Source: an optimization exercise on an open RTL-to-GDS flow (aim: small area and a short achievable clock period). Production flows keep margins and buffers that such runs may drop.
Function was checked by simulation only, so behaviour that the tests miss may differ from the original.
Power is estimated from default activity; no workload was simulated.

[flow/config.mk]
export PLATFORM = sky130hd
export DESIGN_NAME = multiplier
export DESIGN_NICKNAME = multiplier
export VERILOG_FILES = /design/flow/design.v
export SDC_FILE = /design/flow/constraint.sdc
export NUM_CORES = 4
export LEC_CHECK = 0
export CAP_MARGIN = 20
export CORE_MARGIN = 2
export CORE_UTILIZATION = 40
export SLEW_MARGIN = 20
[flow/constraint.sdc]
create_clock -name core_clock -period 4.0 [get_ports {clk}]
set_input_delay 0.8000 -clock core_clock [delete_from_list [all_inputs] [get_ports {clk}]]
set_output_delay 0.8000 -clock core_clock [all_outputs]
set_load 0.01 [all_outputs]
[flow/design.v]
`timescale 1ns / 1ps
module multiplier(clk, INPUT_A, INPUT_B, RES);
	input clk;
	input[7:0] INPUT_A, INPUT_B;
	output[15:0] RES;
	reg[15:0] RES;
	reg[15:0] in_a, in_b;
	reg[15:0] pipe;
	wire[15:0] mult_res;
	assign mult_res = in_a * in_b;
	always @(posedge clk)
	begin
		in_a <= INPUT_A;
		in_b <= INPUT_B;
		pipe<= mult_res;
		RES <= pipe;
	end
endmodule
[flow/run.sh]
#!/bin/bash
# synth_recipe.tcl (not shown) runs the flow's synth.tcl, then flattens the netlist and writes it again
# the make line also repeats each setting of config.mk as NAME=value (left out here)
make -C /OpenROAD-flow-scripts/flow DESIGN_CONFIG=/design/flow/config.mk WORK_HOME=/design/flow/orfs CLKGATE_MAP_FILE= SYNTH_SCRIPT=/design/flow/synth_recipe.tcl finish
==> reports/qor_table.md <==
| Metric | Value | Unit |
|---|---|---|
| Largest voltage drop on the vdd net | 0.200 | mV |
| Vias after detailed routing | 1999 | - |
| Core Box Area | 7330 | sq um |
| Synth-to-layout area growth | 27.0 | % |
| Worst reg-to-reg path cell count | 13 | - |
| Fillers | 630 | - |
| Antenna Diode Count | 0 | - |
| Die footprint | 8390 | sq um |
| Reported net switching power | 751 | uW |
| Final clock period utilization by the worst path | 0.961 | - |
| Post-layout instance area | 3890 | sq um |
| Proportion of layout cells with a drive suffix above 1 | 0.178 | - |
| Ys flop type | sky130_fd_sc_hd__dfxtp_1 | - |
| Worst hold path class | reg2reg | - |
| LEAKAGE | 1.86 | nW |
| Global-route wire length before repair | 9230 | um |
| Syn Inst Count | 291 | - |
| Final clock skew | 5.63 | ps |
| Bufs on Longest Clock Path | 2 | - |
| Placed wire-length estimate | 4250 | um |
| Initial DRC count | 92 | - |
| Average cell area after synthesis | 10.5 | sq um |
| Unrepaired setup endpoints after global routing | yes | - |
| Vias per cell | 4.41 | - |
| Setup Total Neg Slack | 0 | ps |
| Syn. warnings | 1 | - |
| Power per unit of standard cell area | 549 | nW/um^2 |
| Status | no timing/DRC/antenna violations | - |
| Multi-input combinational cell area | 2010 | sq um |
| Fraction of the yosys area taken by sequential cells | 0.313 | - |
| Sw frac | 0.351 | - |
| Aggregate global-route resource usage | 0.136 | - |
| Time the final worst path needs with I/O delays and setup | 3850 | ps |
| Total iterations of the first detailed-routing run | 4 | - |
| Last weighted congestion value of the routability-driven placer | 0.842 | - |
| Leading post-synthesis cells by cell area | sky130_fd_sc_hd__dfxtp_1 (31%), sky130_fd_sc_hd__fa_1 (23%), sky130_fd_sc_hd__ha_1 (15%), sky130_fd_sc_hd__and2_1 (9.6%), sky130_fd_sc_hd__inv_1 (6.0%) | - |
| H-tree depth reported by CTS | 2 | - |
| Most frequent cells in the layout | sky130_fd_sc_hd__and2_1 (45), sky130_fd_sc_hd__inv_1 (45), sky130_fd_sc_hd__dfxtp_1 (37), sky130_fd_sc_hd__fa_1 (34), sky130_fd_sc_hd__clkdlybuf4s50_1 (32) | - |
| Seq. cell area | 987 | sq um |
| Chip width | 91.6 | um |
| Count of port buffers added during placement | 32 | - |
| Total I/O pin count | 33 | - |
| Buffers and inverters on the worst path | 3 | - |
| Largest net degree at the start of global routing | 18 | - |
| Effective utilization at floorplan | 0.419 | - |
| Sum of overflow across all layers after global routing | 0 | - |
| Drt drc | 0 | - |
| Clock-pin slew of the registers on the worst-case setup and hold paths | 90 | ps |
| Antenna violations before repair | 0 | - |
| Cell-by-cell listing of the critical path | buf_4, and2_1, fa_1, fa_1, fa_1, inv_1, fa_1, inv_1, ha_4, a211o_1, o22a_1, and3_1, a211oi_2 | - |
| Worst setup path startpoint | in_b[4]$_DFF_P_ | - |
| Cell at the root of the clock tree | sky130_fd_sc_hd__clkbuf_8 | - |
| Worst setup EP type | flop | - |
| CP Data Arrival Time | 4070 | ps |
| Hold slack | 333 | ps |
| Cell-internal power | 1.39 | mW |
| Share of total power in the clock network | 0.141 | - |
| Placed instance area | 3640 | sq um |
| Hold path cells | 0 | - |
| Highest fanout seen on the critical path | 5 | - |
| Routed wirelength normalized by instance count | 11.4 | um |
| Count of distinct cell types in the synthesized netlist | 29 | - |
| Count of clock tree sinks | 48 | - |
| Clock insertion delay at the later pin of the skew report | 300 | ps |
| Worst setup path class | reg2reg | - |
| Endpoint of the worst-slack reg-to-reg timing path | pipe[15]$_DFF_P_ | - |
| Worst-Margin Slew | 386 | ps |
| Comb power frac | 0.549 | - |
| Origin of the worst min-delay path | pipe[10]$_DFF_P_ | - |
| WP data required | 4230 | ps |
| Die Y | 91.6 | um |
| Largest stage delay, worst path | 540 | ps |
| Number of buffers created by CTS | 5 | - |
| Netlist area before placement | 3070 | sq um |
| Syn_nets | 380 | - |
| Total setup violations reported at the end of the flow | 0 | - |
| Biggest area consumer among synthesized cells | sky130_fd_sc_hd__dfxtp_1 | - |
| Vias in the first global route | 2095 | - |
| Remaining max-slew budget at the tightest pin | 0.740 | - |
| Sequential share of power | 0.310 | - |
| Final-stage net count | 442 | - |
| Maximum Capacitance Violations | 0 | - |
| Post-detailed-routing wire length | 5170 | um |
| Endpoints failing hold | 0 | - |
| Critical Path Start Type | flop | - |
| Register-to-register setup slack | 150 | ps |
| Max stage delay cell, worst path | sky130_fd_sc_hd__fa_1 | - |
| Share of Yosys cell area claimed by the top area cell type | 0.313 | - |
| CP top delay family | adder cells | - |
| Share of flip-flops with an asynchronous set or reset after synthesis | 0 | - |
| Number of synthesized register bits | 48 | - |
| Crit Reg-Reg Startpoint | in_b[4]$_DFF_P_ | - |
| Number of enable flip-flop cells after synthesis | 0 | - |
| Layout Utilization | 0.531 | - |
| Cell seen most often among critical-path stages | sky130_fd_sc_hd__fa_1 | - |
| Std cell rows | 31 | - |
| Final slew viol count | 0 | - |
| Count of nets left with antenna violations after detail routing | 0 | - |
| TritonCTS clock tree | yes | - |
| End point of the worst hold path | RES[10]$_DFF_P_ | - |
| Maximum clock frequency | 260 | MHz |
-- final cells by class --
class | count | area share
Inverter | 49 | 0.0472
Sequential cell | 48 | 0.253
Multi-Input combinational cell | 194 | 0.517
Clock inverter | 3 | 0.00642
Tap cell | 99 | 0.0318
Timing Repair Buffer | 55 | 0.127
Clock buffer | 5 | 0.0177
-- kinds of logic after synthesis --
kind of cell	Yosys count	share of synthesized area
AO/OA/AOI/OAI	23	0.0559
XOR/XNOR	11	0.0314
adder cells (fa/ha/maj)	72	0.382
buffers and inverters	49	0.0600
flip-flops	48	0.313
AND/OR/NAND/NOR	88	0.158
-- through the flow --
| step | setup slack (ps) | instances | power, mW |
|---|---|---|---|
| detailed placement | -84.5 | 439 | 1.74 |
| global route | -10.6 | 453 | 2.35 |
| finish | 155 | 453 | 2.14 |
| CTS | 11.5 | 450 | 2.09 |
| global placement | -48.3 | 439 | 1.73 |
| floorplan | 87.1 | 291 | 1.38 |
-- how the worst max path moves through the flow --
stage	to	depth (start not counted)	slack (ps)
floorplan	pipe[11]$_DFF_P_	15	90
global placement	pipe[15]$_DFF_P_	15	-50
global route	pipe[14]$_DFF_P_	14	-10
CTS	pipe[14]$_DFF_P_	14	10
detailed placement	pipe[15]$_DFF_P_	15	-80
finish	pipe[15]$_DFF_P_	13	150
-- power groups by stage --
| stage | combinational (mW) | clock (mW) | sequential, mW |
|---|---|---|---|
| floorplan | 0.670 | 0 | 0.707 |
| global placement | 1.05 | 0 | 0.676 |
| detailed placement | 1.06 | 0 | 0.680 |
| CTS | 1.11 | 0.316 | 0.667 |
| global route | 1.33 | 0.344 | 0.677 |
| finish | 1.17 | 0.302 | 0.663 |
-- Yosys cell counts, types with 2 or more instances --
cell type                  instances
sky130_fd_sc_hd__and2_1           47
sky130_fd_sc_hd__and3_1            3
sky130_fd_sc_hd__nor2_1            6
sky130_fd_sc_hd__xnor2_1           7
sky130_fd_sc_hd__nor2b_1           2
sky130_fd_sc_hd__a21oi_1           5
sky130_fd_sc_hd__o21ai_1           2
sky130_fd_sc_hd__nor3_1            2
sky130_fd_sc_hd__fa_1             36
sky130_fd_sc_hd__inv_1            49
sky130_fd_sc_hd__o21a_1            4
sky130_fd_sc_hd__o211ai_1          2
sky130_fd_sc_hd__xor2_1            4
sky130_fd_sc_hd__ha_1             36
sky130_fd_sc_hd__nand2_1          23
sky130_fd_sc_hd__dfxtp_1          48
sky130_fd_sc_hd__a211o_1           3
-- registers in the layout, summed over array words and instances (netlist names) --
signal and flops:
RES 16, in_a 8, in_b 8, pipe 16
-- timing repair --
action	in CTS	in global routing
gates resized for setup	11	22
hold buffers	0	0
endpoints found under the setup margin	6	8
pin swaps	5	19
buffers inserted	3	3
-- per-layer routing --
layer	GRT usage	vias up	share of wire
met1	0.186	935	0.50
met2	0.220	27	0.46
met5	0	-	0
li1	-	1032	-
met4	0.0379	0	0.011
met3	0.0266	5	0.024
-- worst register-to-register path: cells and delay by family (launching register included) --
family          cells  cell delay (ps)
buf+inv             3              250
simple gates        2              310
compound gates      3              590
flops               1              370
fa+ha+maj           5             2260

-- separate check: timing with driven ports --
How much do the figures lean on ideal ports? The routed layout below was timed once more, with nothing changed but the port constraints.
Step 1 sets driving cells, clkbuf_16 on the clock port and buf_2 on the other inputs (assumed; they add their load-dependent delay and slew).
Step 2 adds t to the input delays and takes it off the output delays; t is the mean of the earliest and latest rising clock arrival at the registers after step 1. Input paths then give back, and output paths get back, about the clock's delay inside the block.
Slacks: ideal / step 1 / step 2; pairs: ideal / step 1.
shift t [ns]: 0.325
setup slack, ns: 0.155 / 0.155 / 0.155
hold WS [ns]: 0.333 / 0.333 / 0.333
latest minus earliest clock arrival (ns): 0.007 / 0.007
worst slew at a driven data input, ns: 0.03
After both steps this run still meets setup and hold. The setup slack of this run moves by 0.000 ns with the drivers and by 0.000 ns with both steps.
